This design comes from an exercise in tuning for small area and a short achievable clock period on the open sky130 flow, not from production work.
No activity file was given, so power comes from the tool's default toggle rates.

Setup of rev 12:
// fadd_p2
module fadd_p2 (input wire [31:0] x1,
                input wire [31:0] x2,
                output reg [31:0] y,
                output reg        ovf,
                input wire        clk,
                input wire        rstn);
Size: ~97 flip-flops, about 99 I/O pins, ~0.011 mm^2 of cells after synthesis.
Settings: LEC_CHECK=0, ABC_AREA=1, CAP_MARGIN=20, CORE_MARGIN=2, CORE_UTILIZATION=45, CTS_BUF_LIST=sky130_fd_sc_hd__clkbuf_8, PLACE_DENSITY=0.6, SLEW_MARGIN=20; clock period 15.0 ns.
standard.sh (not shown) runs the stock make flow with config.mk's settings and CLKGATE_MAP_FILE= SYNTH_SCRIPT=/design/flow/synth_recipe.tcl, a recipe that flattens the netlist after the stock synthesis.
==> flow/flow/run.sh <==
#!/bin/bash
# Standard ORFS layout with small port buffers and a tighter setup target for repair_timing.
set -euo pipefail
export BUFFER_PORTS_ARGS="-buffer_cell sky130_fd_sc_hd__buf_1"
export SETUP_SLACK_MARGIN=9.0
bash standard.sh > standard.log 2>&1
For rev 13, these inputs were changed with respect to rev 12:
-- flow/design.v --
<<< rev 12, line 76
   wire [25:0] a4 = de[1] ? {2'b0, a3[25:2]} : a3;
   wire        t4 = de[1] & (|a3[1:0]);
   wire        tstck = t1 | t2 | t3 | t4;
   reg [23:0]  msr;
   reg [25:0]  miar;
   reg         de0r;
   reg         stckr;
   reg         subr;
>>> rev 13, line 76
   wire [25:0] a4 = de[1] ? {2'b0, a3[25:2]} : a3;
   wire        t4 = de[1] & (|a3[1:0]);
   wire [25:0] a5 = de[0] ? {1'b0, a4[25:1]} : a4;
   wire        t5 = de[0] & a4[0];
   wire        tstck = t1 | t2 | t3 | t4 | t5;
   reg [23:0]  msr;
   reg [25:0]  miar;
   reg         stckr;
   reg         subr;
<<< rev 12, line 87
   always @(posedge clk) begin
      msr   <= ms;
      miar  <= a4 ^ {26{sub}};    
      de0r  <= de[0];
      stckr <= tstck;
      subr  <= sub;
>>> rev 13, line 88
   always @(posedge clk) begin
      msr   <= ms;
      miar  <= a5;
      stckr <= tstck;
      subr  <= sub;
<<< rev 12, line 96
   end
   wire [26:0] aa = {1'b0, msr, 2'b00};
   wire [25:0] a5 = de0r ? {subr, miar[25:1]} : miar;
   wire        t5 = de0r & (miar[0] ^ subr);
   wire [26:0] bb = {subr, a5};
   wire [26:0] p0 = aa ^ bb;
   wire [26:0] g0 = aa & bb;
>>> rev 13, line 96
   end
   wire [26:0] aa = {1'b0, msr, 2'b00};
   wire [26:0] bb = {1'b0, miar} ^ {27{subr}};
   wire [26:0] p0 = aa ^ bb;
   wire [26:0] g0 = aa & bb;
<<< rev 12, line 171
   wire [7:0]  eyr = den ? 8'd0 : xd;
   wire        ovfp = (&er) & mye[26];
   wire        stk = stckr | t5 | myf[0];
   wire        up = ~ovfp & myf[2] & (myf[1] | (stk ? ~subr : myf[3]));
   wire        zero = ~|mye;
>>> rev 13, line 169
   wire [7:0]  eyr = den ? 8'd0 : xd;
   wire        ovfp = (&er) & mye[26];
   wire        stk = stckr | myf[0];
   wire        up = ~ovfp & myf[2] & (myf[1] | (stk ? ~subr : myf[3]));
   wire        zero = ~|mye;
<<< rev 12, line 192
      end
   end
   reg  [31:0] ic;
   always @* begin
      ic = {yur, upr};
      for (l = 0; l < 5; l = l + 1)
        for (i = 0; i < 32; i = i + 1)
          if (i[l]) ic[i] = ic[i] & ic[((i >> l) << l) - 1];
   end
   wire [30:0] yr = yur ^ ic[30:0];
>>> rev 13, line 190
      end
   end
   wire [31:0] yu32 = {1'b0, yur};
   reg  [31:0] ic;
   reg  [7:0]  ibc, ibk;
   reg         ibp;
   always @* begin
      for (i = 0; i < 8; i = i + 1)
        ibk[i] = &yu32[4*i +: 4];
      ibc[0] = upr;
      ibp = 1'b1;
      for (i = 1; i < 8; i = i + 1) begin
         ibp = ibp & ibk[i-1];
         ibc[i] = upr & ibp;
      end
      for (i = 0; i < 32; i = i + 1)
        ic[i] = (i % 4 == 0) ? ibc[i/4] : (ic[i-1] & yur[i-1]);
   end
   wire [30:0] yr = yur ^ ic[30:0];
==> notes.md <==
Summary of rev 13 over rev 12: core utilization fell by 1.9 points; sum of internal, switching and leakage power now sits lower; number of global-route vias before repair -778; final area went down by 3.9%; post-route fraction of the period consumed by the critical path fell 1.8 points.
The wire length on met1 reported for rev 13 is smaller than that of rev 12 by 570 um.
The growth of design area from synthesis to finish reported for rev 13 is smaller than that of rev 12 by 4.0 points.
Basic-gate share of the synthesized area counting and, or, nand and nor cells came out lower on rev 13 than on rev 12.
No run of this note included a check of the RTL's function; only the layout flow was run.

========
Setup of 01-06:
The RTL this note starts from:
==> flow/design.v <==
`default_nettype none
module fadd_p2 (input wire [31:0] x1,
                input wire [31:0] x2,
                output reg [31:0] y,
                output reg        ovf,
                input wire        clk,
                input wire        rstn);
   wire        s1 = x1[31];
   wire        s2 = x2[31];
   wire [7:0]  e1 = x1[30:23];
   wire [7:0]  e2 = x2[30:23];
   wire [22:0] m1 = x1[22:0];
   wire [22:0] m2 = x2[22:0];
   wire        h1 = |e1;
   wire        h2 = |e2;
   wire [7:0]  e1a = {e1[7:1], e1[0] | ~h1};
   wire [7:0]  e2a = {e2[7:1], e2[0] | ~h2};
   wire        f1 = &e1;
   wire        f2 = &e2;
   wire        spec = f1 | f2;
   wire        nz1 = |m1;
   wire        nz2 = |m2;
   wire        pick1 = f1 & (~f2 | nz1);
   wire        sub = s1 ^ s2;
   wire        infnan = f1 & f2 & ~nz1 & ~nz2 & sub;
   wire        nzp = pick1 ? nz1 : nz2;
   reg  [31:0] cg0, ce0;
   reg  [15:0] cg1, ce1;
   reg  [7:0]  cg2, ce2;
   reg  [3:0]  cg3, ce3;
   reg  [1:0]  cg4, ce4;
   integer     k;
   always @* begin
      for (k = 0; k < 32; k = k + 1) begin
         cg0[k] = (k < 31) ? (x2[k] & ~x1[k]) : 1'b0;
         ce0[k] = (k < 31) ? ~(x2[k] ^ x1[k]) : 1'b1;
      end
      for (k = 0; k < 16; k = k + 1) begin
         cg1[k] = cg0[2*k+1] | (ce0[2*k+1] & cg0[2*k]);
         ce1[k] = ce0[2*k+1] & ce0[2*k];
      end
      for (k = 0; k < 8; k = k + 1) begin
         cg2[k] = cg1[2*k+1] | (ce1[2*k+1] & cg1[2*k]);
         ce2[k] = ce1[2*k+1] & ce1[2*k];
      end
      for (k = 0; k < 4; k = k + 1) begin
         cg3[k] = cg2[2*k+1] | (ce2[2*k+1] & cg2[2*k]);
         ce3[k] = ce2[2*k+1] & ce2[2*k];
      end
      for (k = 0; k < 2; k = k + 1) begin
         cg4[k] = cg3[2*k+1] | (ce3[2*k+1] & cg3[2*k]);
         ce4[k] = ce3[2*k+1] & ce3[2*k];
      end
   end
   wire        ge21 = cg4[1] | (ce4[1] & (cg4[0] | ce4[0]));
   wire        sel = spec ? ~pick1 : ge21;
   wire [23:0] msx = sel ? {h2, m2} : {h1, m1};
   wire [23:0] ms = {msx[23], msx[22] | (spec & (nzp | infnan)), msx[21:0]};
   wire [23:0] mi = sel ? {h1, m1} : {h2, m2};
   wire        ss = (sel ? s2 : s1) | infnan;
   wire [8:0]  t9 = {1'b0, e1a} + {1'b0, ~e2a};
   wire        cx = t9[8];
   wire [7:0]  es = cx ? e1a : e2a;
   wire [7:0]  tde = cx ? t9[7:0] : ~t9[7:0];
   wire [4:0]  de = (spec | (|tde[7:5])) ? 5'd31 : tde[4:0];
   wire [25:0] a0 = cx ? {1'b0, h2, m2, 1'b0} : {mi, 2'b00};
   wire [25:0] a1 = de[4] ? {16'b0, a0[25:16]} : a0;
   wire        t1 = de[4] & (|a0[15:0]);
   wire [25:0] a2 = de[3] ? {8'b0, a1[25:8]} : a1;
   wire        t2 = de[3] & (|a1[7:0]);
   wire [25:0] a3 = de[2] ? {4'b0, a2[25:4]} : a2;
   wire        t3 = de[2] & (|a2[3:0]);
   wire [25:0] a4 = de[1] ? {2'b0, a3[25:2]} : a3;
   wire        t4 = de[1] & (|a3[1:0]);
   wire [25:0] a5 = de[0] ? {1'b0, a4[25:1]} : a4;
   wire        t5 = de[0] & a4[0];
   wire        tstck = t1 | t2 | t3 | t4 | t5;
   reg [23:0]  msr;
   reg [25:0]  miar;
   reg         stckr;
   reg         subr;
   reg         ssr;
   reg         specr;
   reg [7:0]   er;       
   always @(posedge clk) begin
      msr   <= ms;
      miar  <= a5;
      stckr <= tstck;
      subr  <= sub;
      ssr   <= ss;
      specr <= spec;
      er    <= es + 8'd1;
   end
   wire [26:0] aa = {1'b0, msr, 2'b00};
   wire [26:0] bb = {1'b0, miar} ^ {27{subr}};
   wire [26:0] p0 = aa ^ bb;
   wire [26:0] g0 = aa & bb;
   reg  [26:0] g, p;
   integer     i, l;
   always @* begin
      g = g0; p = p0;
      g[0] = g0[0] | (p0[0] & subr);
      for (l = 0; l < 5; l = l + 1)
        for (i = (2 << l) - 1; i < 27; i = i + (2 << l)) begin
           g[i] = g[i] | (p[i] & g[i - (1 << l)]);
           p[i] = p[i] & p[i - (1 << l)];
        end
      for (l = 3; l >= 0; l = l - 1)
        for (i = (3 << l) - 1; i < 27; i = i + (2 << l)) begin
           g[i] = g[i] | (p[i] & g[i - (1 << l)]);
           p[i] = p[i] & p[i - (1 << l)];
        end
   end
   wire [26:0] mye = p0 ^ {g[25:0], subr};
   reg  [26:0] sent;
   always @* begin
      for (i = 0; i < 27; i = i + 1)
        sent[i] = (er == 8'd27 - i[7:0]);
   end
   wire [26:0] n0 = mye | sent;
   wire [31:0] lzi = {n0, 5'b11111};
   reg  [15:0] v1;  reg [15:0] c1;
   reg  [7:0]  v2;  reg [15:0] c2;
   reg  [3:0]  v3;  reg [11:0] c3;
   reg  [1:0]  v4;  reg [7:0]  c4;
   reg  [4:0]  sh;
   always @* begin
      for (i = 0; i < 16; i = i + 1) begin
         v1[i] = lzi[2*i+1] | lzi[2*i];
         c1[i] = ~lzi[2*i+1];
      end
      for (i = 0; i < 8; i = i + 1) begin
         v2[i] = v1[2*i+1] | v1[2*i];
         c2[2*i +: 2] = v1[2*i+1] ? {1'b0, c1[2*i+1]} : {1'b1, c1[2*i]};
      end
      for (i = 0; i < 4; i = i + 1) begin
         v3[i] = v2[2*i+1] | v2[2*i];
         c3[3*i +: 3] = v2[2*i+1] ? {1'b0, c2[2*(2*i+1) +: 2]} : {1'b1, c2[2*(2*i) +: 2]};
      end
      for (i = 0; i < 2; i = i + 1) begin
         v4[i] = v3[2*i+1] | v3[2*i];
         c4[4*i +: 4] = v3[2*i+1] ? {1'b0, c3[3*(2*i+1) +: 3]} : {1'b1, c3[3*(2*i) +: 3]};
      end
      sh = v4[1] ? {1'b0, c4[7:4]} : {1'b1, c4[3:0]};
   end
   wire [26:0] k1 = sh[4] ? {mye[10:0], 16'b0} : mye;
   wire [26:0] k2 = sh[3] ? {k1[18:0], 8'b0} : k1;
   wire [26:0] k3 = sh[2] ? {k2[22:0], 4'b0} : k2;
   wire [26:0] k4 = sh[1] ? {k3[24:0], 2'b0} : k3;
   wire [26:0] myf = sh[0] ? {k4[25:0], 1'b0} : k4;
   wire        den = ~myf[26];
   wire [7:0]  eyr = den ? 8'd0 : (er - {3'b0, sh});
   wire        ovfp = (&er) & mye[26];
   wire        stk = stckr | myf[0];
   wire        up = ~ovfp & myf[2] & (myf[1] | (stk ? ~subr : myf[3]));
   wire        zero = ~|mye;
   wire        sy = ssr & (~subr | ~zero);
   reg         syr;
   reg [30:0]  yur;
   reg         upr;
   reg         nspr;
   always @(posedge clk) begin
      if (~rstn) begin
         syr  <= 1'b0;
         yur  <= 31'd0;
         upr  <= 1'b0;
         nspr <= 1'b0;
      end else begin
         syr  <= sy;
         yur  <= {eyr, myf[25:3] & {23{~ovfp}}};
         upr  <= up;
         nspr <= ~specr;
      end
   end
   wire [31:0] yu32 = {1'b0, yur};
   reg  [31:0] ic;
   reg  [7:0]  ibc;
   always @* begin
      ibc[0] = upr;
      for (i = 1; i < 8; i = i + 1)
        ibc[i] = ibc[i-1] & (&yu32[4*i-4 +: 4]);
      for (i = 0; i < 32; i = i + 1)
        ic[i] = (i % 4 == 0) ? ibc[i/4] : (ic[i-1] & yur[i-1]);
   end
   wire [30:0] yr = yur ^ ic[30:0];
   always @* begin
      y   = {syr, yr};
      ovf = nspr & (&yr[30:23]);
   end
endmodule
`default_nettype wire
==> flow/config.mk <==
export PLATFORM = sky130hd
export DESIGN_NAME = fadd_p2
export DESIGN_NICKNAME = fadd_p2
export VERILOG_FILES = /design/flow/design.v
export SDC_FILE = /design/flow/constraint.sdc
export NUM_CORES = 4
export LEC_CHECK = 0
export ABC_AREA = 1
export CAP_MARGIN = 20
export CORE_MARGIN = 2
export CORE_UTILIZATION = 45
export CTS_BUF_LIST = sky130_fd_sc_hd__clkbuf_8
export PLACE_DENSITY = 0.6
export SLEW_MARGIN = 20
==> flow/constraint.sdc <==
create_clock -name core_clock -period 15.0 [get_ports {clk}]
set_input_delay 3.0000 -clock core_clock [delete_from_list [all_inputs] [get_ports {clk}]]
set_output_delay 3.0000 -clock core_clock [all_outputs]
set_load 0.01 [all_outputs]
==> flow/flow/run.sh <==
#!/bin/bash
# Standard ORFS layout with small port buffers and a tighter setup target for repair_timing.
set -euo pipefail
export BUFFER_PORTS_ARGS="-buffer_cell sky130_fd_sc_hd__buf_1"
export SETUP_SLACK_MARGIN=8.5
bash standard.sh > standard.log 2>&1
01-06 finished every stage and its layout cleared the timing, design-rule and antenna checks.
## Diff of input files: 02-19 against 01-06
--- a/flow/design.v
+++ b/flow/design.v
@@ -55,14 +55,15 @@
    wire        ge21 = cg4[1] | (ce4[1] & (cg4[0] | ce4[0]));
    wire        sel = spec ? ~pick1 : ge21;
+   wire [7:0]  es = sel ? e2a : e1a;
    wire [23:0] msx = sel ? {h2, m2} : {h1, m1};
    wire [23:0] ms = {msx[23], msx[22] | (spec & (nzp | infnan)), msx[21:0]};
    wire [23:0] mi = sel ? {h1, m1} : {h2, m2};
-   wire        ss = (sel ? s2 : s1) | infnan;
-   wire [8:0]  t9 = {1'b0, e1a} + {1'b0, ~e2a};
-   wire        cx = t9[8];
-   wire [7:0]  es = cx ? e1a : e2a;
-   wire [7:0]  tde = cx ? t9[7:0] : ~t9[7:0];
+   wire        eqm = ce4[1] & ce4[0];
+   wire        ss = ((sel ? s2 : s1) & ~(sub & eqm & ~spec)) | infnan;
+   wire [8:0]  d12 = {1'b0, e1a} - {1'b0, e2a};
+   wire [7:0]  d21 = e2a - e1a;
+   wire [7:0]  tde = d12[8] ? d21 : d12[7:0];
    wire [4:0]  de = (spec | (|tde[7:5])) ? 5'd31 : tde[4:0];
-   wire [25:0] a0 = cx ? {1'b0, h2, m2, 1'b0} : {mi, 2'b00};
+   wire [25:0] a0 = {mi, 2'b00};
    wire [25:0] a1 = de[4] ? {16'b0, a0[25:16]} : a0;
    wire        t1 = de[4] & (|a0[15:0]);
@@ -73,9 +74,8 @@
    wire [25:0] a4 = de[1] ? {2'b0, a3[25:2]} : a3;
    wire        t4 = de[1] & (|a3[1:0]);
-   wire [25:0] a5 = de[0] ? {1'b0, a4[25:1]} : a4;
-   wire        t5 = de[0] & a4[0];
-   wire        tstck = t1 | t2 | t3 | t4 | t5;
+   wire        tstck = t1 | t2 | t3 | t4;
    reg [23:0]  msr;
    reg [25:0]  miar;
+   reg         de0r;
    reg         stckr;
    reg         subr;
@@ -85,5 +85,6 @@
    always @(posedge clk) begin
       msr   <= ms;
-      miar  <= a5;
+      miar  <= a4;
+      de0r  <= de[0];
       stckr <= tstck;
       subr  <= sub;
@@ -93,5 +94,7 @@
    end
    wire [26:0] aa = {1'b0, msr, 2'b00};
-   wire [26:0] bb = {1'b0, miar} ^ {27{subr}};
+   wire [25:0] a5 = de0r ? {1'b0, miar[25:1]} : miar;
+   wire        t5 = de0r & miar[0];
+   wire [26:0] bb = {1'b0, a5} ^ {27{subr}};
    wire [26:0] p0 = aa ^ bb;
    wire [26:0] g0 = aa & bb;
@@ -152,8 +155,7 @@
    wire [7:0]  eyr = den ? 8'd0 : (er - {3'b0, sh});
    wire        ovfp = (&er) & mye[26];
-   wire        stk = stckr | myf[0];
+   wire        stk = stckr | t5 | myf[0];
    wire        up = ~ovfp & myf[2] & (myf[1] | (stk ? ~subr : myf[3]));
-   wire        zero = ~|mye;
-   wire        sy = ssr & (~subr | ~zero);
+   wire        sy = ssr;
    reg         syr;
    reg [30:0]  yur;
==> comparison <==
A critical path startpoint of x2[24] is what 02-19 shows, while x2[28] belongs to 01-06.
Compared with 01-06, in 02-19 cell internal power dissipation fell 13%; TritonCTS sink count rose about 1%; final cell count fell 82; synthesized cell count fell about 4.6%.
Area occupied by multi-input gates for 02-19: 5.3% down relative to 01-06
02-19 vs. 01-06: transition time at the pin with the least slew margin down 0.20 ns; logic gate share of total power fell by 1.7 points.
No run of this note included a check of the RTL's function; only the layout flow was run.

==> re-timing with driven ports <==
How much do the figures lean on ideal ports? The routed layouts below were timed once more, with nothing changed but the port constraints.
Step 1 assumes that a clkbuf_16 drives the clock port and a buf_2 every other input.
Step 2 times the ports against the registers' clock, not the clock port: input delays grow and output delays shrink by t, the midpoint of the rising clock arrivals with the driver on.
a / b / c = ideal / step 1 / step 2; a / b = the first two.
run | shift t [ns] | setup WS [ns] | worst hold slack (ns)
rev 12 | 0.420 | 8.923 / 8.886 / 8.661 | 0.483 / 0.483 / 0.483
rev 13 | 0.427 | 9.196 / 9.215 / 8.788 | 0.414 / 0.414 / 0.414
01-06 | 0.431 | 8.731 / 8.751 / 8.319 | 0.468 / 0.468 / 0.468
02-19 | 0.424 | 8.751 / 8.764 / 8.340 | 0.394 / 0.394 / 0.394
After both steps every run listed still meets setup and hold. For 01-06, which loses most, drivers alone change the setup slack by +0.020 ns; drivers and shift together by -0.412 ns.
